Background: an optimization exercise with open tools, aiming at small area. Do not read the settings as production practice. Function was checked by simulation only, so behaviour that the tests miss may differ from the original. Power and IR drop assume default switching activity.

$ cat config.mk
export PLATFORM = sky130hd
export DESIGN_NAME = top_level
export DESIGN_NICKNAME = top_level
export VERILOG_FILES = /design/flow/design.v
export SDC_FILE = /design/flow/constraint.sdc
export NUM_CORES = 8
export LEC_CHECK = 0
export ABC_AREA = 1
export CAP_MARGIN = 20
export CORE_MARGIN = 2
export CORE_UTILIZATION = 40
export SLEW_MARGIN = 20
$ cat constraint.sdc
create_clock -name core_clock -period 15.0 [get_ports {clk}]
set_input_delay 3.0000 -clock core_clock [delete_from_list [all_inputs] [get_ports {clk}]]
set_output_delay 3.0000 -clock core_clock [all_outputs]
set_load 0.01 [all_outputs]
$ cat design.v
module clock_divider_1s(
    input  wire clk,
    input  wire rst_n,
    output wire tick,       
    output wire first,      
    output wire tick_d1,    
    output wire [4:0] ph    
);
    reg [14:0] s;
    reg f;
    wire z13 = ~|s[13:1];
    wire fb = s[14] ^ s[13] ^ (z13 & ~s[0]);
    always @(posedge clk or negedge rst_n) begin
        if (!rst_n) begin
            s <= 15'd0;
            f <= 1'b0;
        end else begin
            s <= {s[13:0], fb};
            if (s[14] & z13 & ~s[0]) f <= 1'b1;
        end
    end
    wire zhi = ~s[14] & z13;
    assign tick    = f & zhi & ~s[0];
    assign first   = ~f & zhi & ~s[0];
    assign tick_d1 = f & zhi & s[0];
    assign ph = s[4:0];
endmodule
module btn_onepulse #(parameter ACT = 0) (
    input  wire clk,
    input  wire rst_n,
    input  wire btn_n,   
    output wire pulse    
);
    localparam [9:0] MASK = 10'b1010101010;
    reg s0, s1;                  
    reg [9:0] q;
    reg db, db_d, p;
    reg [1:0] ph;
    wire [9:0] cnt = q ^ MASK;
    wire lvl = ~s1;              
    wire diff = lvl ^ db;
    wire full = cnt[9] & cnt[6] & cnt[5] & cnt[4] & cnt[3] & cnt[2] & cnt[0];
    wire fb = ~(cnt[9] ^ cnt[2]);
    wire run = diff & ~full;
    always @(posedge clk) begin
        db_d <= db;
        q    <= ({10{run}} & {cnt[8:0], fb}) ^ MASK;
    end
    always @(posedge clk or negedge rst_n) begin
        if (!rst_n) begin
            s0    <= 1'b1;
            s1    <= 1'b1;
            db    <= 1'b0;
            p     <= 1'b0;
            ph    <= 2'b00;
        end else begin
            s0 <= btn_n;
            s1 <= s0;
            if (diff & full)
                db <= ~db;
            p     <= db & ~db_d;
            ph    <= {ph[0], (diff & full & lvl) | (ph[0] & ~ph[1])};
        end
    end
    assign pulse = ACT ? (ph[1] & ~ph[0]) : p;
endmodule
module adjust_select(
    input  wire clk, rst_n,
    input  wire sw_mode,
    input  wire sel_pulse, up_pulse, down_pulse,
    input  wire first, tick_d1,
    output wire inc_sec, dec_sec, inc_min, dec_min, inc_hour, dec_hour,
    output wire inc_day, dec_day, inc_mon, dec_mon, inc_year, dec_year,
    output wire en_sec, en_min, en_hour, en_day, en_mon, en_year,
    output wire e76, e54, e32, e10         
);
    reg sw_mode_d, nb;
    wire up_r = up_pulse;
    wire dn_r = down_pulse & ~up_pulse;
    reg [1:0] idx, i_r;
    always @(posedge clk) begin
        sw_mode_d <= sw_mode;
        i_r <= idx;
    end
    always @(posedge clk or negedge rst_n) begin
        if (!rst_n) begin
            idx <= 2'd0;
            nb <= 1'b0;
        end else begin
            nb <= first | (nb ^ tick_d1);
            if (sw_mode != sw_mode_d)
                idx <= 2'd0;
            else if (sel_pulse)
                idx <= idx[1] ? 2'd0 : idx + 2'd1;
        end
    end
    wire f0 = ~i_r[1] & ~i_r[0];
    wire f1 = ~i_r[1] &  i_r[0];
    wire f2 =  i_r[1];
    wire t = ~sw_mode_d, d = sw_mode_d;
    assign inc_hour = up_r & t & f0;  assign dec_hour = dn_r & t & f0;
    assign inc_min  = up_r & t & f1;  assign dec_min  = dn_r & t & f1;
    assign inc_sec  = up_r & t & f2;  assign dec_sec  = dn_r & t & f2;
    assign inc_day  = up_r & d & f0;  assign dec_day  = dn_r & d & f0;
    assign inc_mon  = up_r & d & f1;  assign dec_mon  = dn_r & d & f1;
    assign inc_year = up_r & d & f2;  assign dec_year = dn_r & d & f2;
    wire adj = up_r | dn_r;
    assign en_hour = adj & t & f0;
    assign en_min  = adj & t & f1;
    assign en_sec  = adj & t & f2;
    assign en_day  = adj & d & f0;
    assign en_mon  = adj & d & f1;
    assign en_year = adj & d & f2;
    wire b = ~nb;
    assign e76 = b | (d & ~f2);
    assign e54 = b | ~((t & f0) | (d & f2));
    assign e32 = b | ~f1;
    assign e10 = b | ~((t & f2) | (d & f0));
endmodule
module bcd60(
    input  wire clk, rst_n,
    input  wire inc, dec,           
    output reg [2:0] q1,            
    output reg [3:0] q0,            
    output wire top                 
);
    wire o9 = q0[3] & q0[0];
    wire o0 = ~q0[3] & ~q0[2] & ~q0[1] & ~q0[0];
    assign top = q1[2] & ~q1[1] & o9;            
    wire [3:0] ti0 = {q0[0] & (q0[3] | q0[2] & q0[1]), q0[0] & q0[1], q0[0] & ~q0[3], 1'b1};
    wire [3:0] td0 = {~q0[0] & ~q0[1] & ~q0[2], ~q0[0] & ~q0[1] & (q0[2] | q0[3]),
                      ~q0[0] & (q0[1] | q0[2] | q0[3]), 1'b1};
    always @(posedge clk or negedge rst_n) begin
        if (!rst_n) begin
            q1 <= 3'd0; q0 <= 4'd0;
        end else begin
            q0 <= q0 ^ ({4{inc}} & ti0 | {4{dec}} & td0);
            if (inc & o9) q1 <= {q1[1:0], ~q1[2]};
            else if (dec & o0) q1 <= {~q1[0], q1[2:1]};
        end
    end
endmodule
module hour24(
    input  wire clk, rst_n,
    input  wire inc, dec,
    output wire [1:0] q1,
    output wire [3:0] q0,
    output wire top                 
);
    reg [4:0] h;
    assign top = h[4] & h[2] & h[1] & h[0];       
    wire bot = ~|h;
    always @(posedge clk or negedge rst_n) begin
        if (!rst_n) h <= 5'd0;
        else if (inc) h <= top ? 5'd0 : h + 5'd1;
        else if (dec) h <= bot ? 5'd23 : h - 5'd1;
    end
    assign q1 = (h >= 5'd20) ? 2'd2 : (h >= 5'd10) ? 2'd1 : 2'd0;
    assign q0 = (h >= 5'd20) ? h[3:0] - 4'd4 : (h >= 5'd10) ? h[3:0] - 4'd10 : h[3:0];
endmodule
module day31(
    input  wire clk, rst_n,
    input  wire inc, dec,
    input  wire m30, feb, leap,
    output wire [2:0] q1,           
    output wire [3:0] q0,
    output wire top
);
    reg [4:0] d;
    wire [4:0] mx = feb ? {4'b1110, leap} : {4'b1111, ~m30};
    assign top = d == mx;
    wire big = d > mx;
    wire bot = d == 5'd1;
    always @(posedge clk or negedge rst_n) begin
        if (!rst_n) d <= 5'd1;
        else if (big | (inc & top)) d <= 5'd1;
        else if (inc) d <= d + 5'd1;
        else if (dec) d <= bot ? mx : d - 5'd1;
    end
    assign q1 = (d >= 5'd30) ? 3'b111 : (d >= 5'd20) ? 3'b011 : (d >= 5'd10) ? 3'b001 : 3'b000;
    assign q0 = (d >= 5'd30) ? d[3:0] - 4'd14 : (d >= 5'd20) ? d[3:0] - 4'd4 : (d >= 5'd10) ? d[3:0] - 4'd10 : d[3:0];
endmodule
module month12(
    input  wire clk, rst_n,
    input  wire inc, dec,
    output wire       q1,
    output wire [3:0] q0,
    output wire top,                
    output wire m30, feb            
);
    reg [3:0] m;
    assign top = m[3] & m[2];                     
    wire bot = ~m[3] & ~m[2] & ~m[1];             
    always @(posedge clk or negedge rst_n) begin
        if (!rst_n) m <= 4'd1;
        else if (inc) m <= top ? 4'd1 : m + 4'd1;
        else if (dec) m <= bot ? 4'd12 : m - 4'd1;
    end
    assign q1 = m[3] & (m[2] | m[1]);             
    assign q0 = q1 ? m - 4'd10 : m;
    assign m30 = (m == 4'd4) | (m == 4'd6) | (m == 4'd9) | (m == 4'd11);
    assign feb = (m == 4'd2);
endmodule
module year16k(
    input  wire clk, rst_n,
    input  wire inc, dec,
    output reg [3:0] l1, l0,
    output reg [3:0] e1, e0,
    output reg r,
    output wire leap,
    output wire [3:0] y3, y2
);
    function [3:0] ti(input [3:0] q); ti = {q[0] & (q[3] | q[2] & q[1]), q[0] & q[1], q[0] & ~q[3], 1'b1}; endfunction
    function [3:0] td(input [3:0] q); td = {~q[0] & ~q[1] & ~q[2], ~q[0] & ~q[1] & (q[2] | q[3]), ~q[0] & (q[1] | q[2] | q[3]), 1'b1}; endfunction
    wire a9 = l0[3] & l0[0], a0 = ~l0[3] & ~l0[2] & ~l0[1] & ~l0[0];
    wire b9 = l1[3] & l1[0], b0 = ~l1[3] & ~l1[2] & ~l1[1] & ~l1[0];
    wire c9 = e0[3] & e0[0], c0 = ~e0[3] & ~e0[2] & ~e0[1] & ~e0[0];
    wire f9 = e1[3] & e1[0], f0 = ~e1[3] & ~e1[2] & ~e1[1] & ~e1[0];
    wire l00 = a0 & b0, l99 = a9 & b9;
    wire l_div4 = ~l0[0] & (l1[0] ^ ~l0[1]);
    wire e_div4 = ~e0[0] & (e1[0] ^ ~e0[1]);
    assign leap = l00 ? e_div4 : l_div4;
    wire ei = inc & l99, ed = dec & l00;
    wire hi = e1[3] | e1[2];                  
    wire up01 = ei & ~r & c9 & f9;
    wire dn10 = ed & r & e1[2] & ~e0[2] & e0[1] & ~e0[0];
    wire wmax = inc & r & ~e1[2] & e1[1] & e1[0] & e0[2] & ~e0[1] & e0[0] & l1[3] & ~l1[0] & ~l0[2] & l0[1] & l0[0];
    wire wmin = dec & ~r & c0 & f0 & l00;
    always @(posedge clk or negedge rst_n) begin
        if (!rst_n) begin
            l1 <= 4'd0; l0 <= 4'd0; e1 <= 4'd2; e0 <= 4'd0; r <= 1'b0;
        end else begin
            l0 <= l0 ^ ({4{inc}} & ti(l0) | {4{dec}} & td(l0)) ^ {wmin, wmax, wmin, 1'b0};
            l1 <= l1 ^ ({4{inc & a9}} & ti(l1) | {4{dec & a0}} & td(l1)) ^ {wmax, 2'b00, wmin};
            e0 <= e0 ^ ({4{ei}} & ti(e0) | {4{ed}} & td(e0))
                     ^ {wmin | dn10, wmax | wmin, up01, wmax};
            e1 <= e1 ^ ({4{ei & c9}} & ti(e1) | {4{ed & c0}} & td(e1))
                     ^ {wmin | dn10, up01 | dn10, wmax | wmin | up01 | dn10, wmax | up01};
            r  <= r ^ up01 ^ dn10 ^ wmax ^ wmin;
        end
    end
    assign y3 = (r & hi) ? 4'd9 : e1;
    assign y2 = (r & hi) ? 4'd9 : e0;
endmodule
module seg7(
    input  wire [3:0] v,
    output wire [6:0] s
);
    assign s[0] = (~v[3] & ~v[2] & ~v[1] & v[0]) | (v[2] & ~v[1] & ~v[0]);
    assign s[1] = v[2] & (v[1] ^ v[0]);
    assign s[2] = ~v[2] & v[1] & ~v[0];
    assign s[3] = (v[2] & ~(v[1] ^ v[0])) | (~v[3] & ~v[2] & ~v[1] & v[0]);
    assign s[4] = v[0] | (v[2] & ~v[1]);
    assign s[5] = (v[1] & v[0]) | (~v[2] & v[1]) | (~v[3] & ~v[2] & v[0]);
    assign s[6] = (~v[3] & ~v[2] & ~v[1]) | (v[2] & v[1] & v[0]);
endmodule
module seg7t(
    input  wire [2:0] v,
    output wire [6:0] s
);
    assign s[0] = (v[0] & ~v[1]) | (~v[0] & v[1]);
    assign s[1] = (~v[1] & v[2]);
    assign s[2] = (v[1] & ~v[2]);
    assign s[3] = (v[0] & ~v[1]) | (~v[0] & v[1]);
    assign s[4] = (v[0] & ~v[1]) | (v[2]);
    assign s[5] = (v[0]);
    assign s[6] = (~v[1] & ~v[2]);
endmodule
module top_level(
    input  wire clk,
    input  wire [3:0]  button,
    input  wire [17:0] SW,
    output wire [6:0]  HEX0, HEX1, HEX2, HEX3, HEX4, HEX5, HEX6, HEX7
);
    wire rst_n = button[3];
    wire sw_mode = SW[0];
    wire tick, first, tick_d1;
    wire [4:0] ph;
    clock_divider_1s u_div (.clk(clk), .rst_n(rst_n), .tick(tick), .first(first),
                            .tick_d1(tick_d1), .ph(ph));
    wire sel_pulse, up_pulse, down_pulse;
    btn_onepulse u_sel  (.clk(clk), .rst_n(rst_n), .btn_n(button[2]), .pulse(sel_pulse));
    btn_onepulse #(.ACT(1)) u_up   (.clk(clk), .rst_n(rst_n), .btn_n(button[1]), .pulse(up_pulse));
    btn_onepulse #(.ACT(1)) u_down (.clk(clk), .rst_n(rst_n), .btn_n(button[0]), .pulse(down_pulse));
    wire inc_sec, dec_sec, inc_min, dec_min, inc_hour, dec_hour;
    wire inc_day, dec_day, inc_mon, dec_mon, inc_year, dec_year;
    wire en_sec, en_min, en_hour, en_day, en_mon, en_year;
    wire e76, e54, e32, e10;
    adjust_select u_adj (
        .clk(clk), .rst_n(rst_n), .sw_mode(sw_mode),
        .sel_pulse(sel_pulse), .up_pulse(up_pulse), .down_pulse(down_pulse),
        .first(first), .tick_d1(tick_d1),
        .inc_sec(inc_sec), .dec_sec(dec_sec), .inc_min(inc_min), .dec_min(dec_min),
        .inc_hour(inc_hour), .dec_hour(dec_hour), .inc_day(inc_day), .dec_day(dec_day),
        .inc_mon(inc_mon), .dec_mon(dec_mon), .inc_year(inc_year), .dec_year(dec_year),
        .en_sec(en_sec), .en_min(en_min), .en_hour(en_hour),
        .en_day(en_day), .en_mon(en_mon), .en_year(en_year),
        .e76(e76), .e54(e54), .e32(e32), .e10(e10));
    reg c;
    wire carry_sec  = c & ph[0];
    wire carry_min  = c & ph[1];
    wire carry_hour = c & ph[2];
    wire carry_day  = c & ph[3];
    wire carry_mon  = c & ph[4];
    wire [2:0] s1, m1; wire [3:0] s0, m0, h0, d0, o0, l1, l0;
    wire [1:0] h1; wire [2:0] d1; wire o1;
    wire [3:0] y3, y2;
    wire s_top, m_top, h_top, d_top, o_top, leap;
    bcd60 u_sec (.clk(clk), .rst_n(rst_n), .inc(inc_sec | (~en_sec & tick)), .dec(dec_sec),
                 .q1(s1), .q0(s0), .top(s_top));
    bcd60 u_min (.clk(clk), .rst_n(rst_n), .inc(inc_min | (~en_min & carry_sec)), .dec(dec_min),
                 .q1(m1), .q0(m0), .top(m_top));
    hour24 u_hour (.clk(clk), .rst_n(rst_n), .inc(inc_hour | (~en_hour & carry_min)), .dec(dec_hour),
                   .q1(h1), .q0(h0), .top(h_top));
    wire m30, feb;
    day31 u_day (.clk(clk), .rst_n(rst_n), .inc(inc_day | (~en_day & carry_hour)), .dec(dec_day),
                 .m30(m30), .feb(feb), .leap(leap), .q1(d1), .q0(d0), .top(d_top));
    month12 u_mon (.clk(clk), .rst_n(rst_n), .inc(inc_mon | (~en_mon & carry_day)), .dec(dec_mon),
                   .q1(o1), .q0(o0), .top(o_top), .m30(m30), .feb(feb));
    year16k u_year (.clk(clk), .rst_n(rst_n), .inc(inc_year | (~en_year & carry_mon)), .dec(dec_year),
                    .l1(l1), .l0(l0), .e1(), .e0(), .r(), .leap(leap), .y3(y3), .y2(y2));
    always @(posedge clk) begin
        c <= (tick & ~en_sec & s_top)
                | (carry_sec & ~en_min & m_top)
                | (carry_min & ~en_hour & h_top)
                | (carry_hour & ~en_day & d_top)
                | (carry_day & ~en_mon & o_top);
    end
    wire [3:0] dg7 = y3;
    wire [3:0] dg6 = y2;
    wire [3:0] dg5 = sw_mode ? l1 : {2'b00, h1};
    wire [3:0] dg4 = sw_mode ? l0 : h0;
    wire [2:0] dg3 = sw_mode ? {2'b00, o1} : m1;
    wire [3:0] dg2 = sw_mode ? o0 : m0;
    wire [2:0] dg1 = sw_mode ? d1 : s1;
    wire [3:0] dg0 = sw_mode ? d0 : s0;
    wire [6:0] g7, g6, g5, g4, g3, g2, g1, g0;
    seg7 u7 (.v(dg7), .s(g7));
    seg7 u6 (.v(dg6), .s(g6));
    seg7 u5 (.v(dg5), .s(g5));
    seg7 u4 (.v(dg4), .s(g4));
    seg7t u3 (.v(dg3), .s(g3));
    seg7 u2 (.v(dg2), .s(g2));
    seg7t u1 (.v(dg1), .s(g1));
    seg7 u0 (.v(dg0), .s(g0));
    assign HEX7 = g7 | {7{~(sw_mode & e76)}};
    assign HEX6 = g6 | {7{~(sw_mode & e76)}};
    assign HEX5 = g5 | {7{~e54}};
    assign HEX4 = g4 | {7{~e54}};
    assign HEX3 = g3 | {7{~e32}};
    assign HEX2 = g2 | {7{~e32}};
    assign HEX1 = g1 | {7{~e10}};
    assign HEX0 = g0 | {7{~e10}};
endmodule
$ cat flow/run.sh
#!/bin/bash
# Layout flow: the standard flow (standard.sh) with these changes
#  - synthesis maps the logic with an area-oriented ABC script (flow/area.abc),
#    run as 48 parallel trials (16 seeds; nothing, &synch2 or &syn3 first),
#    keeping the smallest (see flow/synth.tcl),
#    and without extracting half/full adder cells (ADDER_MAP_FILE empty);
#  - ports are buffered with buf_1 cells, and so are the outputs that
#    synthesis finds equal to another output (MIN_BUF_CELL_AND_PORTS);
#  - the clock tree is built from clkbuf_4 cells, without dummy loads.
# Each tool's output goes to the ORFS logs under orfs/logs; the make output
# to flow.log.
set -euo pipefail
export FLOW_WORK=$PWD
export FLOW_ABC_SCRIPT=$PWD/flow/area.abc
export FLOW_ABC_SEEDS="1 2 3 4 5 6 7 8 9 10 11 12 13 14 15 16"
export FLOW_ABC_PRE="{} &synch2 &syn3"
bash standard.sh \
  SYNTH_SCRIPT=$PWD/flow/synth.tcl \
  ADDER_MAP_FILE= \
  "MIN_BUF_CELL_AND_PORTS=sky130_fd_sc_hd__buf_1 A X" \
  "BUFFER_PORTS_ARGS=-buffer_cell sky130_fd_sc_hd__buf_1" \
  "CTS_ARGS=-sink_clustering_enable -repair_clock_nets -buf_list sky130_fd_sc_hd__clkbuf_4 -dont_use_dummy_load" \
  finish > flow.log 2>&1
$ cat flow/area.abc
strash
&get -n
&fraig -x
&put
scorr
dc2
strash
&get -n
@PRE@
&deepsyn -T 60 -S @SEED@
&dch -f
&nf -R 1000 -p -F 10 -A 10
&put
$ cat flow/synth.tcl
# The standard flow's synthesis (synth_recipe.tcl, which runs ORFS's synth.tcl) with one
# change: ABC maps the logic with an area-oriented script (flow/area.abc,
# &deepsyn then &nf), tried in parallel with several random seeds
# (FLOW_ABC_SEEDS) and passes run first (FLOW_ABC_PRE); the smallest
# result is kept.
# Registers are mapped before ABC runs and are not touched by it.
proc abc {args} {
  set w $::env(FLOW_WORK)/abc_trials
  file mkdir $w
  set i [lsearch -exact $args -script]
  set lib_args {}
  foreach {k v} $args { if {$k eq "-liberty"} { lappend lib_args -liberty $v } }
  set f [open $::env(FLOW_ABC_SCRIPT)]; set tmpl [read $f]; close $f
  yosys write_rtlil $w/abc_in.il
  set trials {}
  foreach pre $::env(FLOW_ABC_PRE) {
    foreach seed $::env(FLOW_ABC_SEEDS) {
      set t [llength $trials]
      set script $w/t$t.abc
      set f [open $script w]; puts $f [string map [list @SEED@ $seed @PRE@ $pre] $tmpl]; close $f
      set targs $args
      lset targs [expr {$i + 1}] $script
      set f [open $w/t$t.ys w]
      puts $f "read_rtlil $w/abc_in.il"
      puts $f "abc $targs"
      puts $f "tee -q -o $w/t$t.stat stat $lib_args"
      puts $f "write_rtlil $w/t$t.il"
      puts $f "tee -q -o $w/t$t.done log done"
      close $f
      lappend trials $t
    }
  }
  # run the trials, at most NUM_CORES at a time
  if {[info exists ::env(YOSYS_EXE)] && $::env(YOSYS_EXE) ne ""} {
    set yosys_exe $::env(YOSYS_EXE)
  } else {
    set yosys_exe [auto_execok yosys]
  }
  set pending $trials
  set running {}
  while {[llength $pending] > 0 || [llength $running] > 0} {
    while {[llength $pending] > 0 && [llength $running] < $::env(NUM_CORES)} {
      set t [lindex $pending 0]; set pending [lrange $pending 1 end]
      exec $yosys_exe -q -l $w/t$t.log -s $w/t$t.ys >& /dev/null &
      lappend running $t
    }
    after 2000
    set still {}
    foreach t $running {
      if {![file exists $w/t$t.done]} {
        if {[file exists $w/t$t.log] && [catch {exec grep -q "ERROR" $w/t$t.log}] == 0} { continue }
        lappend still $t
      }
    }
    set running $still
  }
  after 2000
  set best ""; set best_area 1e99
  foreach t $trials {
    set area 1e99
    if {[file exists $w/t$t.done] && [file exists $w/t$t.stat]} {
      set f [open $w/t$t.stat]; regexp {Chip area for module [^:]*: ([0-9.]+)} [read $f] -> area; close $f
    }
    puts "ABC trial $t: area $area"
    if {$area < $best_area} { set best_area $area; set best $t }
  }
  if {$best eq ""} { error "no ABC trial finished" }
  puts "ABC: kept trial $best, area $best_area"
  yosys design -reset
  yosys read_rtlil $w/t$best.il
}
source $::env(FLOW_WORK)/synth_recipe.tcl
$ cat standard.sh
#!/bin/bash
# synth_recipe.tcl (not shown) runs the flow's synth.tcl, then flattens the netlist and writes it again
# the make line also repeats each setting of config.mk as NAME=value (left out here)
make -C /OpenROAD-flow-scripts/flow DESIGN_CONFIG=/design/flow/config.mk WORK_HOME=/design/flow/orfs CLKGATE_MAP_FILE= SYNTH_SCRIPT=/design/flow/synth_recipe.tcl "${@:-finish}"
==> results.yml, run 1 <==
clocking:
  cts_htree_levels: 4
  cts_root_buffer: "clkbuf_4"
  clockBufferDepth: 2
  hold_buffers: 0
  clock_sinks: 113
  postCtsSetupBuffers: 0
  cts_buffers: 17
  clkLatencyLatePin_ns: 0.48
  cts_tree: "done"
  clk_pin_slew_ns: 0.10
  post_cts_resized: 0
floorplan:
  io_pins: 79
  core_area_sq_um: 13350
  die_area_sq_um: 14700
  die_h_um: 121.2
  dieWidth_um: 121.2
  rows: 42
  initial_core_util_pct: 41.19
power_and_ir_drop:
  vdd_drop_max_uv: 63.57
  powerDensity_nw_per_um2: 79.31
  p_leak_nw: 2.576
logic_synthesis:
  ys_ff_latch: 113
  synth_edf_count: 0
  syn_nets: 665
  synth_top_area_share_pct: 31.41
  synth_seq_area_share_pct: 48.45
  synth.most_common_cell: "nand2_1"
  synthTopCellsByCount: "nand2_1, nor2_1, dfrtp_1"
  async_flop_share_pct: 69.03
  yosys.area.top_type: "dfrtp_1"
  synthTopCellsByArea: "dfrtp_1, dfxtp_1, nand2_1"
  postSynthCellCount: 642
  yosys_warnings: 10
  ys.flop_type: "dfrtp_1"
  netlist_area_sq_um: 5498
  ys_types: 50
  avgSynthCellArea_sq_um: 8.564
routing:
  totalWireLength_mm: 12.21
  via_count: 4882
  drc: 0
  via_per_inst: 5.443
  drt_iter0_drc: 294
  wire_per_inst_um: 13.61
  ant_nets: 0
  first_pass_iters: 5
worst_setup_path:
  r2r_end: "u_year.e1[3]$_DFF_PN0_"
  r2r_cells: 15
  path_max_fanout: 23
  crit_arrival_ns: 5.60
  reg2reg_slack_ns: 11.07
  end_kind: "primary output"
  crit_type: "in2out"
  worstPathRequired_ns: 12.00
  crit_path_start_kind: "input port"
  r2r_start: "u_up.ph[1]$_DFF_PN0_"
sta:
  setup_violations: 0
  final-hold-violation-count: 0
  worst_slack_ns: 6.402
  worstMarginPinSlew_ns: 0.7222
  slew_violations: 0
  rsz0062_at_grt: "false"
  slew_headroom_pct: 51.75
  max_freq_ghz: 0.1163
  clock_skew_ns: 0.03499
  setup_tns_ns: 0
  fin_crit_ns: 8.598
  period_share_pct: 57.32
layout:
  antenna_cells: 0
  layout.nets: 746
  drive_gt1_share_pct: 4.161
  area_growth_pct: 10.90
grt:
  grt.overflow.total: 0
  grt_max_degree: 79
  track_usage_pct: 17.42
  grt_first_pass_wirelength_mm: 20.61
  grt_pass1_vias: 4510
  antenna_found_initial: 0
placed_design:
  dp_hpwl_mm: 8.911
  gp_congestion: 0.8563
  portBuffers: 61
  place_ws_ns: 6.405
hold_path:
  hold_path_end: "u_sel.s1$_DFF_PN1_"
  hold_class: "reg2reg"
  holdPathStages: 0
  min-delay-start: "u_sel.s0$_DFF_PN1_"
run:
  cap_violations: 0
status:
  outcome: "no timing/DRC/antenna violations"
## how the worst max path moves through the flow
stage                from      end  depth (start not counted)
floorplan           SW[0]  HEX7[5]                          6
global placement    SW[0]  HEX7[5]                          9
detailed placement  SW[0]  HEX7[5]                          9
CTS                 SW[0]  HEX7[5]                          9
global route        SW[0]  HEX7[5]                          9
finish              SW[0]  HEX7[5]                          9
## cell type report
type | instances | area, sq um
well taps | 176 | 220.2
clock buffers | 17 | 127.6
inverters | 23 | 86.33
fillers | 1332 | 7251
repair buffers | 64 | 259.0
flip-flops and latches | 113 | 2664
multi-input cells | 504 | 2740
## registers in the layout, summed over array words and instances, names as in the netlist, 2 cells and up
register,count
u_adj.i_r,2
u_adj.idx,2
u_day.d,5
u_div.s,15
u_down.ph,2
u_down.q,10
u_hour.h,5
u_min.q0,4
u_min.q1,3
u_mon.m,4
u_sec.q0,4
u_sec.q1,3
u_sel.q,10
u_up.ph,2
u_up.q,10
u_year.e0,4
u_year.e1,4
u_year.l0,4
u_year.l1,4
## power breakdown
part	internal (mW)	leakage (nW)	switching [mW]
registers	0.307	1.30	0.00240
logic	0.00952	1.20	0.0212
clock network	0.0517	0.0782	0.0918
total	0.368	2.58	0.115
## cells by family (layout without fill, tap and decap cells)
group                  after synthesis  in the layout  synth area share [%]
AO/OA/AOI/OAI                      155            155                 17.71
XOR/XNOR                            33             33                 5.257
buffers and inverters               25            104                 1.707
flip-flops                         113            113                 48.45
multiplexers                         7              7                 1.365
AND/OR/NAND/NOR                    309            309                 25.51
## placed cells by master, fill, tap and decap left out, types with 8 or more instances in the layout
cell type  netlist  layout
dfxtp_1         35      35
o21ai_0         52      52
nand2b_1        19      19
nor3_1          11      11
a22oi_1          8       8
dfrtp_1         69      69
o22ai_1          8       8
clkinv_1        23      23
o31ai_1          9       9
buf_1            2      60
xnor2_1         26      26
a31oi_1          9       9
dfstp_2          9       9
a21oi_1         31      31
nand2_1        117     117
nand3_1         20      20
nor2b_1         15      15
nor2_1          88      88
clkbuf_4         0      18
## critical path: stages
cell and delay [ns]:
buf_1 0.07, buf_4 0.29, clkinv_1 0.48, a21oi_1 0.71
o311ai_0 0.35, or3_1 0.40, nand2_1 0.06, o21ai_0 0.08
buf_1 0.15
## stage by stage
| step | hold WS (ns) | cell area, sq um | util (%) | instances | total power, mW |
|---|---|---|---|---|---|
| after floorplan | 0.3434 | 5498 | - | 642 | 0.3321 |
| after global routing | 0.3673 | 6097 | 45.68 | 897 | 0.5103 |
| after global placement | 0.3448 | 5966 | 44.69 | 880 | 0.3460 |
| after detailed placement | 0.3469 | 5966 | 44.69 | 880 | 0.3466 |
| final | 0.3624 | 6097 | 45.68 | 897 | 0.4835 |
| after CTS | 0.3638 | 6093 | 45.65 | 897 | 0.4913 |
## metal layers
metal,global-route usage [%],vias up,part of all wire (%)
met5,0,-,0
met4,6.753,0,1.8
met3,3.853,20,4.3
met2,28.72,120,48
met1,22.32,2315,46
li1,-,2427,-
==> run 2: changes to the inputs <==
--- a/design.v
+++ b/design.v
@@ -31,7 +31,8 @@
     input  wire btn_n,   
     output wire pulse    
 );
-    localparam [9:0] MASK = 10'b1010101010;
+    localparam [9:0] SEED = 10'd60;
+    localparam [9:0] MASK = SEED ^ 10'b1010101010;
     reg s0, s1;                  
     reg [9:0] q;
     reg db, db_d, p;
@@ -39,12 +40,12 @@
     wire [9:0] cnt = q ^ MASK;
     wire lvl = ~s1;              
     wire diff = lvl ^ db;
-    wire full = cnt[9] & cnt[6] & cnt[5] & cnt[4] & cnt[3] & cnt[2] & cnt[0];
+    wire full = cnt[8] & cnt[5] & cnt[4] & cnt[2] & cnt[1] & ~cnt[0];
     wire fb = ~(cnt[9] ^ cnt[2]);
     wire run = diff & ~full;
     always @(posedge clk) begin
         db_d <= db;
-        q    <= ({10{run}} & {cnt[8:0], fb}) ^ MASK;
+        q    <= (run ? {cnt[8:0], fb} : SEED) ^ MASK;
     end
     always @(posedge clk or negedge rst_n) begin
         if (!rst_n) begin
==> results.yml, run 2 <==
status:
  outcome: "no timing/DRC/antenna violations"
logic_synthesis:
  ys_ff_latch: 113
  synth.most_common_cell: "nand2_1"
  synth_edf_count: 0
  ys_types: 55
  synth_seq_area_share_pct: 48.52
  ys.flop_type: "dfrtp_1"
  postSynthCellCount: 626
  yosys.area.top_type: "dfrtp_1"
  netlist_area_sq_um: 5490
  synthTopCellsByArea: "dfrtp_1, dfxtp_1, nand2_1"
  avgSynthCellArea_sq_um: 8.770
  async_flop_share_pct: 69.03
  synthTopCellsByCount: "nand2_1, dfrtp_1, nor2_1"
  syn_nets: 649
  yosys_warnings: 10
  synth_top_area_share_pct: 31.45
worst_setup_path:
  r2r_end: "u_year.e0[2]$_DFF_PN0_"
  cp_cell_sequence: "buf_1, buf_4, clkinv_1, a21oi_1, o21ai_0, nand2_1, o21ai_0, buf_1"
  crit_start: "SW[0]"
  crit_arrival_ns: 5.37
  slowest_stage: "a21oi_1"
  crit_path_start_kind: "input port"
  crit_type: "in2out"
  path_delay_family: "compound AO/OA/AOI/OAI gates"
  path_max_fanout: 32
  critical_path_buf_inv_count: 4
  end_kind: "primary output"
  r2r_cells: 17
  crit_path_max_incr_delay_ns: 0.79
  r2r_start: "u_down.ph[0]$_DFF_PN0_"
  reg2reg_slack_ns: 10.98
  worstPathRequired_ns: 12.00
sta:
  final-hold-violation-count: 0
  clock_skew_ns: 0.03574
  slew_headroom_pct: 34.45
  worstMarginPinSlew_ns: 0.9696
  setup_violations: 0
  max_freq_ghz: 0.1195
  period_share_pct: 55.78
  fin_crit_ns: 8.367
  slew_violations: 0
  rsz0062_at_grt: "false"
  setup_tns_ns: 0
layout:
  regMostFlops: "u_div.s"
  largest_reg_flops: 15
  layout.nets: 730
  fillers: 1341
  final_cell_mix: "nand2_1, dfrtp_1, nor2_1"
  multiInputGateArea_sq_um: 2740
  final_area_sq_um: 6090
  mostFrequentLayoutCell: "nand2_1"
  antenna_cells: 0
  drive_gt1_share_pct: 4.255
  area_growth_pct: 10.92
  final_core_util_pct: 45.62
  area.sequential_sq_um: 2664
grt:
  antenna_found_initial: 0
  track_usage_pct: 17.78
  grt_first_pass_wirelength_mm: 20.92
  grt_pass1_vias: 4481
  grt.overflow.total: 0
  grt_max_degree: 79
floorplan:
  dieWidth_um: 121.2
  core_area_sq_um: 13350
  initial_core_util_pct: 41.13
  io_pins: 79
  die_h_um: 121.2
  rows: 42
  die_area_sq_um: 14680
hold_path:
  holdPathStages: 0
  min-delay-start: "u_down.s0$_DFF_PN1_"
  hold_class: "reg2reg"
  hold_path_end: "u_down.s1$_DFF_PN1_"
routing:
  wire_per_inst_um: 14.00
  ant_nets: 0
  via_per_inst: 5.440
  totalWireLength_mm: 12.33
  first_pass_iters: 5
  via_count: 4793
  drc: 0
  drt_iter0_drc: 308
clocking:
  cts_buffers: 17
  clock_sinks: 113
  cts_tree: "done"
  cts_root_buffer: "clkbuf_4"
  clockBufferDepth: 2
  hold_buffers: 0
  clkLatencyLatePin_ns: 0.49
  postCtsSetupBuffers: 0
  post_cts_resized: 0
  cts_htree_levels: 4
  clk_pin_slew_ns: 0.10
power_and_ir_drop:
  vdd_drop_max_uv: 88.31
  p_total_uw: 785.6
  p_leak_nw: 2.589
  powerDensity_nw_per_um2: 129.0
placed_design:
  dp_hpwl_mm: 8.929
  placed_area_sq_um: 5958
  gp_congestion: 0.8107
  portBuffers: 61
run:
  cap_violations: 0
==> run 2: routing by layer <==
| metal | wire length [um] | GRT usage (%) |
|---|---|---|
| met3 | 550 | 5.028 |
| met5 | 0 | 0 |
| met4 | 129 | 4.957 |
| met1 | 5934 | 23.60 |
| met2 | 5718 | 28.48 |
==> run 2: area by class of cell <==
type	instances	share of cell area (%)
multi-input cells	490	45.00
flip-flops and latches	113	43.74
repair buffers	64	4.253
well taps	176	3.616
clock buffers	17	2.096
inverters	21	1.294
==> run 2: worst max-delay path by stage <==
stage / to / slack, ns / depth (start not counted)
after CTS: HEX6[0] / 6.63 / 8
after global routing: HEX6[5] / 6.38 / 8
after floorplan: HEX2[6] / 7.59 / 7
after detailed placement: HEX6[0] / 6.64 / 8
after global placement: HEX6[0] / 6.69 / 8
final: HEX6[5] / 6.63 / 8
==> run 2: logic make-up (layout without fill, tap and decap cells) <==
logic type	after synthesis	in the layout	share of synthesized area (%)
and+or+nand+nor	296	296	25.20
AOI/OAI and AO/OA	155	155	18.30
DFF	113	113	48.52
xor gates and xnor gates	33	33	5.264
buffers and inverters	23	102	1.573
muxes	6	6	1.139
==> run 2: power breakdown <==
group,switching (mW),internal (mW),total [mW],leakage [nW]
clock,0.0909,0.0517,0.143,0.0782
sequential,0.0461,0.356,0.402,1.30
combinational,0.148,0.0926,0.241,1.21
==> run 2: stage by stage <==
step / setup WS, ns / std cells / hold WS (ns)
2_1_floorplan: 7.593 / 626 / 0.3452
3_3_place_gp: 6.690 / 864 / 0.3457
3_5_place_dp: 6.643 / 864 / 0.3470
4_1_cts: 6.631 / 881 / 0.3345
5_1_grt: 6.383 / 881 / 0.3484
6_report: 6.633 / 881 / 0.3311
==> run 2: worst register-to-register path, stage by stage (launching register included) <==
cell      delay [ns]
dfrtp_1         0.40
clkinv_1        0.06
nand2_1         0.06
a21oi_1         0.53
nand3_1         0.20
or3_1           0.37
nand2b_1        0.22
nor2_1          0.11
nand2_1         0.12
nor2_1          0.18
and2_0          0.28
nand2_1         0.16
or3_1           0.38
o21ai_0         0.31
nor3_1          0.08
a21o_1          0.17
a211oi_1        0.17
a31o_1          0.12
==> run 3: changes to the inputs <==
--- a/design.v
+++ b/design.v
@@ -78,21 +78,22 @@
     reg sw_mode_d, nb;
     wire up_r = up_pulse;
     wire dn_r = down_pulse & ~up_pulse;
-    reg [1:0] idx, i_r;
+    reg sw_mode_dd;
+    reg [1:0] i_r;
     always @(posedge clk) begin
         sw_mode_d <= sw_mode;
-        i_r <= idx;
+        sw_mode_dd <= sw_mode_d;
     end
     always @(posedge clk or negedge rst_n) begin
         if (!rst_n) begin
-            idx <= 2'd0;
+            i_r <= 2'd0;
             nb <= 1'b0;
         end else begin
             nb <= first | (nb ^ tick_d1);
-            if (sw_mode != sw_mode_d)
-                idx <= 2'd0;
+            if (sw_mode_d != sw_mode_dd)
+                i_r <= 2'd0;
             else if (sel_pulse)
-                idx <= idx[1] ? 2'd0 : idx + 2'd1;
+                i_r <= i_r[1] ? 2'd0 : i_r + 2'd1;
         end
     end
     wire f0 = ~i_r[1] & ~i_r[0];
@@ -280,7 +281,7 @@
     clock_divider_1s u_div (.clk(clk), .rst_n(rst_n), .tick(tick), .first(first),
                             .tick_d1(tick_d1), .ph(ph));
     wire sel_pulse, up_pulse, down_pulse;
-    btn_onepulse u_sel  (.clk(clk), .rst_n(rst_n), .btn_n(button[2]), .pulse(sel_pulse));
+    btn_onepulse #(.ACT(1)) u_sel  (.clk(clk), .rst_n(rst_n), .btn_n(button[2]), .pulse(sel_pulse));
     btn_onepulse #(.ACT(1)) u_up   (.clk(clk), .rst_n(rst_n), .btn_n(button[1]), .pulse(up_pulse));
     btn_onepulse #(.ACT(1)) u_down (.clk(clk), .rst_n(rst_n), .btn_n(button[0]), .pulse(down_pulse));
     wire inc_sec, dec_sec, inc_min, dec_min, inc_hour, dec_hour;
--- a/flow/run.sh
+++ b/flow/run.sh
@@ -6,7 +6,7 @@
 #    and without extracting half/full adder cells (ADDER_MAP_FILE empty);
 #  - ports are buffered with buf_1 cells, and so are the outputs that
 #    synthesis finds equal to another output (MIN_BUF_CELL_AND_PORTS);
-#  - the clock tree is built from clkbuf_4 cells, without dummy loads.
+#  - the clock tree is built from clkbuf_8 cells, without dummy loads.
 # Each tool's output goes to the ORFS logs under orfs/logs; the make output
 # to flow.log.
 set -euo pipefail
@@ -19,5 +19,5 @@
   ADDER_MAP_FILE= \
   "MIN_BUF_CELL_AND_PORTS=sky130_fd_sc_hd__buf_1 A X" \
   "BUFFER_PORTS_ARGS=-buffer_cell sky130_fd_sc_hd__buf_1" \
-  "CTS_ARGS=-sink_clustering_enable -repair_clock_nets -buf_list sky130_fd_sc_hd__clkbuf_4 -dont_use_dummy_load" \
+  "CTS_ARGS=-sink_clustering_enable -repair_clock_nets -buf_list sky130_fd_sc_hd__clkbuf_8 -dont_use_dummy_load" \
   finish > flow.log 2>&1
==> results.yml, run 3 <==
layout:
  regMostFlops: "u_div.s"
  drive_gt1_share_pct: 3.022
  antenna_cells: 0
  final_cell_mix: "nand2_1, nor2_1, dfrtp_1"
  layout.nets: 720
  largest_reg_flops: 15
  final_area_sq_um: 6062
  mostFrequentLayoutCell: "nand2_1"
  area_growth_pct: 10.74
logic_synthesis:
  postSynthCellCount: 625
  avgSynthCellArea_sq_um: 8.758
  synth_edf_count: 0
  syn_nets: 648
  synth_top_area_share_pct: 32.00
  synthTopCellsByCount: "nand2_1, nor2_1, dfrtp_1"
  async_flop_share_pct: 70.54
  synth_seq_area_share_pct: 48.39
  synthTopCellsByArea: "dfrtp_1, dfxtp_1, nand2_1"
  synth.most_common_cell: "nand2_1"
  yosys_warnings: 9
  yosys.area.top_type: "dfrtp_1"
  ys_ff_latch: 112
  netlist_area_sq_um: 5474
  ys.flop_type: "dfrtp_1"
  ys_types: 54
routing:
  via_count: 4779
  via_per_inst: 5.487
  first_pass_iters: 5
  drt_iter0_drc: 336
  wire_per_inst_um: 14.08
  totalWireLength_mm: 12.26
  drc: 0
  ant_nets: 0
worst_setup_path:
  end_kind: "primary output"
  worstPathRequired_ns: 12.00
  crit_arrival_ns: 5.26
  path_max_fanout: 28
  crit_type: "in2out"
  crit_path_start_kind: "input port"
sta:
  final-hold-violation-count: 0
  hold_ws_ns: 0.3497
  rsz0062_at_grt: "false"
  max_freq_ghz: 0.1211
  setup_tns_ns: 0
  slew_violations: 0
  setup_violations: 0
  slew_headroom_pct: 52.36
  clock_skew_ns: 0.02046
  period_share_pct: 55.05
  worstMarginPinSlew_ns: 0.7072
  fin_crit_ns: 8.257
grt:
  antenna_found_initial: 0
  grt_pass1_vias: 4401
  track_usage_pct: 17.39
  grt.overflow.total: 0
  grt_first_pass_wirelength_mm: 20.55
  grt_max_degree: 80
run:
  cap_violations: 0
floorplan:
  die_h_um: 121.0
  die_area_sq_um: 14640
  io_pins: 79
  rows: 42
  initial_core_util_pct: 41.17
  core_area_sq_um: 13300
  dieWidth_um: 121.0
clocking:
  clk_pin_slew_ns: 0.09
  clock_sinks: 112
  cts_buffers: 9
  cts_htree_levels: 3
  clockBufferDepth: 2
  hold_buffers: 0
  postCtsSetupBuffers: 0
  post_cts_resized: 0
  clkLatencyLatePin_ns: 0.38
  cts_root_buffer: "clkbuf_8"
  cts_tree: "done"
power_and_ir_drop:
  p_total_uw: 696.3
  vdd_drop_max_uv: 48.04
  powerDensity_nw_per_um2: 114.9
  p_leak_nw: 2.528
hold_path:
  hold_class: "reg2reg"
placed_design:
  placed_area_sq_um: 5934
  dp_hpwl_mm: 8.890
  gp_congestion: 0.8275
  portBuffers: 61
status:
  outcome: "no timing/DRC/antenna violations"
## run 3: cell count changes in the layout (fill, tap and decap cells not counted), sizes merged, moves of 7 or more
| cell | before | now |
|---|---|---|
| nor3 | 23 | 16 |
| a21oi | 22 | 39 |
| clkbuf | 18 | 10 |
| o21ai | 55 | 48 |
| nand3 | 31 | 21 |
| nor4 | 4 | 11 |
## run 3: critical path, stage by stage
cell and delay (ns):
buf_1 0.07, buf_4 0.30, clkinv_1 0.42, a31oi_1 0.30, nand3b_1 0.13, o211ai_1 0.14
nor2_1 0.08, nor3_1 0.33, clkinv_1 0.14, o21ai_0 0.16, buf_1 0.17
## run 3: kinds of logic after synthesis
logic type      after synthesis  share of synthesized area [%]
simple gates                292                          25.37
compound gates              162                          18.61
flops                       112                          48.39
xor+xnor                     32                          5.120
buf+inv                      22                          1.509
mux                           5                          1.006
## run 3: final cells by class
cell class,count,area [sq um]
fillers,1296,7233
multi-input cells,491,2743
flip-flops and latches,112,2649
repair buffers,63,251.5
well taps,176,220.2
clock buffers,9,123.9
inverters,20,75.07
## run 3: metrics by stage
| step | setup WS (ns) | std cells | utilization [%] |
|---|---|---|---|
| floorplan | 7.641 | 625 | - |
| global placement | 6.805 | 862 | 44.64 |
| detailed placement | 6.767 | 862 | 44.64 |
| CTS | 6.762 | 871 | 45.57 |
| global route | 6.476 | 871 | 45.60 |
| finish | 6.743 | 871 | 45.60 |
## run 3: worst paths after layout
path | startpoint | to | slack [ns] | cells past startpoint
max | SW[0] | HEX0[2] | 6.74 | 11
min | u_down.s0$_DFF_PN1_ | u_down.s1$_DFF_PN1_ | 0.35 | 0
max reg2reg | u_up.ph[0]$_DFF_PN0_ | u_year.e0[2]$_DFF_PN0_ | 10.88 | 20
min reg2reg | u_down.s0$_DFF_PN1_ | u_down.s1$_DFF_PN1_ | 0.35 | 0
max in group asynchronous | button[3] | u_sec.q0[0]$_DFF_PN0_ | 11.73 | 2
min in group asynchronous | button[3] | u_up.ph[1]$_DFF_PN0_ | 2.76 | 2
## run 3: routing by layer
layer  wire length (um)  GRT usage, %  part of all wire (%)  up-vias
met2               5691         28.30                    46      108
met3                527         4.135                   4.3       14
met5                  0             0                     0        -
met4                221         5.087                   1.8        0
met1               5822         23.06                    47     2284
li1                   -             -                     -     2373
## run 3: power breakdown
group	switching, mW	internal, mW	leakage [nW]
clock	0.0899	0.0542	0.0647
sequential	0.0388	0.347	1.30
combinational	0.102	0.0645	1.16
==> run 4: changes to the inputs <==
--- a/flow/run.sh
+++ b/flow/run.sh
@@ -6,6 +6,8 @@
 #    and without extracting half/full adder cells (ADDER_MAP_FILE empty);
 #  - ports are buffered with buf_1 cells, and so are the outputs that
 #    synthesis finds equal to another output (MIN_BUF_CELL_AND_PORTS);
+#    the buffers of button[3] and SW[0], which drive many cells, are sized
+#    up before repair_design (flow/resize.tcl);
 #  - the clock tree is built from clkbuf_8 cells, without dummy loads.
 # Each tool's output goes to the ORFS logs under orfs/logs; the make output
 # to flow.log.
@@ -19,5 +21,6 @@
   ADDER_MAP_FILE= \
   "MIN_BUF_CELL_AND_PORTS=sky130_fd_sc_hd__buf_1 A X" \
   "BUFFER_PORTS_ARGS=-buffer_cell sky130_fd_sc_hd__buf_1" \
+  PRE_RESIZE_TCL=$PWD/flow/resize.tcl \
   "CTS_ARGS=-sink_clustering_enable -repair_clock_nets -buf_list sky130_fd_sc_hd__clkbuf_8 -dont_use_dummy_load" \
   finish > flow.log 2>&1
==> flow/resize.tcl (new file) <==
# Before repair_design: size the input buffers of the two high-fanout
# inputs for their loads (the reset, button[3], drives every flip-flop
# with a reset; SW[0] selects the displayed digits), so that repair_design
# needs no extra buffer stage behind them.
proc size_input_buffer {port cell} {
  set block [ord::get_db_block]
  set bterm [$block findBTerm $port]
  if {$bterm eq "NULL"} { return }
  set net [$bterm getNet]
  foreach it [$net getITerms] {
    set inst [$it getInst]
    if {[string match "*buf*" [[$inst getMaster] getName]] && [$it isInputSignal]} {
      puts "resize.tcl: [$inst getName] ($port) -> $cell"
      replace_cell [$inst getName] $cell
    }
  }
}
size_input_buffer {button[3]} sky130_fd_sc_hd__buf_6
size_input_buffer {SW[0]} sky130_fd_sc_hd__buf_4
==> results.yml, run 4 <==
hold_path:
  hold_path_end: "u_down.s1$_DFF_PN1_"
  min-delay-start: "u_down.s0$_DFF_PN1_"
  hold_class: "reg2reg"
  holdPathStages: 0
floorplan:
  initial_core_util_pct: 41.17
  die_area_sq_um: 14640
  io_pins: 79
  die_h_um: 121.0
  rows: 42
  core_area_sq_um: 13300
  dieWidth_um: 121.0
clocking:
  clkLatencyLatePin_ns: 0.38
  clk_pin_slew_ns: 0.09
  clockBufferDepth: 2
  hold_buffers: 0
  post_cts_resized: 0
  cts_tree: "done"
  cts_buffers: 9
  cts_root_buffer: "clkbuf_8"
  clock_sinks: 112
  postCtsSetupBuffers: 0
  cts_htree_levels: 3
logic_synthesis:
  async_flop_share_pct: 70.54
  synth_seq_area_share_pct: 48.39
  ys_ff_latch: 112
  synth.most_common_cell: "nand2_1"
  yosys_warnings: 9
  yosys.area.top_type: "dfrtp_1"
  ys_types: 54
  synthTopCellsByCount: "nand2_1, nor2_1, dfrtp_1"
  postSynthCellCount: 625
  synth_top_area_share_pct: 32.00
  avgSynthCellArea_sq_um: 8.758
  ys.flop_type: "dfrtp_1"
  netlist_area_sq_um: 5474
  synthTopCellsByArea: "dfrtp_1, dfxtp_1, nand2_1"
  syn_nets: 648
  synth_edf_count: 0
layout:
  multiInputGateArea_sq_um: 2743
  area.sequential_sq_um: 2649
  largest_reg_flops: 15
  regMostFlops: "u_div.s"
  fin_cells: 871
  final_cell_mix: "nand2_1, nor2_1, dfrtp_1"
  drive_gt1_share_pct: 3.165
  layout.nets: 720
  mostFrequentLayoutCell: "nand2_1"
  area_growth_pct: 10.88
  antenna_cells: 0
  fillers: 1340
power_and_ir_drop:
  p_leak_nw: 2.533
  vdd_drop_max_uv: 44.83
  powerDensity_nw_per_um2: 114.8
sta:
  worst_slack_ns: 6.726
  clock_skew_ns: 0.02308
  final-hold-violation-count: 0
  setup_tns_ns: 0
  max_freq_ghz: 0.1209
  hold_ws_ns: 0.3583
  slew_violations: 0
  setup_violations: 0
  period_share_pct: 55.16
  fin_crit_ns: 8.274
  slew_headroom_pct: 51.35
  worstMarginPinSlew_ns: 0.7231
  rsz0062_at_grt: "false"
worst_setup_path:
  crit_path_start_kind: "input port"
  crit_type: "in2out"
  r2r_end: "u_year.e0[2]$_DFF_PN0_"
  reg2reg_slack_ns: 10.82
  slowest_stage: "clkinv_1"
  end_kind: "primary output"
  r2r_cells: 20
  critical_path_buf_inv_count: 5
  path_max_fanout: 28
  crit_arrival_ns: 5.27
  crit_path_max_incr_delay_ns: 0.42
  cp_cell_sequence: "buf_4, buf_4, clkinv_1, a31oi_1, nand3b_1, o211ai_1, nor2_1, nor3_1, clkinv_1, o21ai_0, buf_1"
  r2r_start: "u_up.ph[0]$_DFF_PN0_"
  path_delay_family: "buffers and inverters"
  worstPathRequired_ns: 12.00
grt:
  track_usage_pct: 17.40
  grt_max_degree: 80
  grt_pass1_vias: 4396
  antenna_found_initial: 0
  grt_first_pass_wirelength_mm: 20.48
  grt.overflow.total: 0
routing:
  drt_iter0_drc: 335
  drc: 0
  ant_nets: 0
  first_pass_iters: 4
  via_count: 4810
  via_per_inst: 5.522
  totalWireLength_mm: 12.35
  wire_per_inst_um: 14.18
status:
  outcome: "no timing/DRC/antenna violations"
run:
  cap_violations: 0
placed_design:
  place_ws_ns: 6.738
  post-place-cells: 862
  dp_hpwl_mm: 8.970
  portBuffers: 61
  gp_congestion: 0.8275
[run 4: cell families after synthesis]
logic type / count (synthesis) / share of synthesized area (%)
AND/OR/NAND/NOR: 292 / 25.37
AO/OA/AOI/OAI: 162 / 18.61
flip-flops: 112 / 48.39
XOR/XNOR: 32 / 5.120
buffers and inverters: 22 / 1.509
multiplexers: 5 / 1.006
[run 4: stage by stage]
step           cell area (sq um)  util, %  total power [mW]
6_report                    6070    45.65            0.6967
5_1_grt                     6070    45.65            0.7452
4_1_cts                     6066    45.62            0.7064
3_5_place_dp                5942    44.69            0.5601
3_3_place_gp                5934    44.64            0.5525
2_1_floorplan               5474        -            0.5043
[run 4: worst register-to-register path: cells and delay by family, from the launching register on]
kind | cells | cell delay (ns)
buf+inv | 2 | 0.19
xor+xnor | 1 | 0.15
flops | 1 | 0.38
simple gates | 13 | 2.75
compound gates | 4 | 0.61
[run 4: layout make-up]
cell class | count | share of cell area [%]
inverter | 20 | 1.237
clock buffer | 9 | 2.041
timing repair buffer | 63 | 4.267
multi-input combinational | 491 | 45.19
sequential | 112 | 43.64
tap | 176 | 3.628
[run 4: power breakdown]
group,total (mW),leakage [nW],switching [mW],internal (mW)
Combinational,0.167,1.16,0.103,0.0647
Clock,0.144,0.0647,0.0894,0.0542
Sequential,0.386,1.30,0.0389,0.347
[run 4: layer usage]
layer	GRT usage, %	vias to the layer above	share of wire, %	wire length (um)
li1	-	2379	-	-
met1	22.78	2322	47	5787
met2	28.83	98	48	5932
met3	4.229	11	3.9	478
met4	4.578	0	1.2	149
met5	0	-	0	0
[run 4: worst max-delay path by stage]
stage / depth (start not counted) / slack (ns) / startpoint / to
2_1_floorplan: 8 / 7.64 / SW[0] / HEX0[2]
3_3_place_gp: 11 / 6.80 / SW[0] / HEX0[2]
3_5_place_dp: 11 / 6.74 / SW[0] / HEX0[2]
4_1_cts: 11 / 6.74 / SW[0] / HEX0[2]
5_1_grt: 11 / 6.46 / SW[0] / HEX0[2]
6_report: 11 / 6.73 / SW[0] / HEX0[2]

[separate check: timing with driven ports]
The results above use ideal ports. As a check the final layouts listed here were re-extracted and re-timed, cells and wires unchanged. Step 1: set_driving_cell puts a clkbuf_16 on clk and a buf_2 on each other input, an assumption about the parent block. Step 2 adds t to the input delays and takes it off the output delays; t is the mean of the earliest and latest rising clock arrival at the registers after step 1. Input paths then give back, and output paths get back, about the clock's delay inside the block. Three values: ideal, step 1, step 2; two values: the first two.
run	t, ns	setup WS [ns]	hold WS [ns]
run 1	0.504	6.402 / 6.376 / 6.376	0.362 / 0.362 / 0.362
run 2	0.510	6.633 / 6.611 / 6.611	0.331 / 0.331 / 0.331
run 3	0.400	6.743 / 6.715 / 6.715	0.350 / 0.350 / 0.350
run 4	0.405	6.726 / 6.692 / 6.692	0.358 / 0.358 / 0.358
After both steps every run listed still meets setup and hold. For run 4, which loses most, drivers alone change the setup slack by -0.034 ns; drivers and shift together by -0.034 ns.
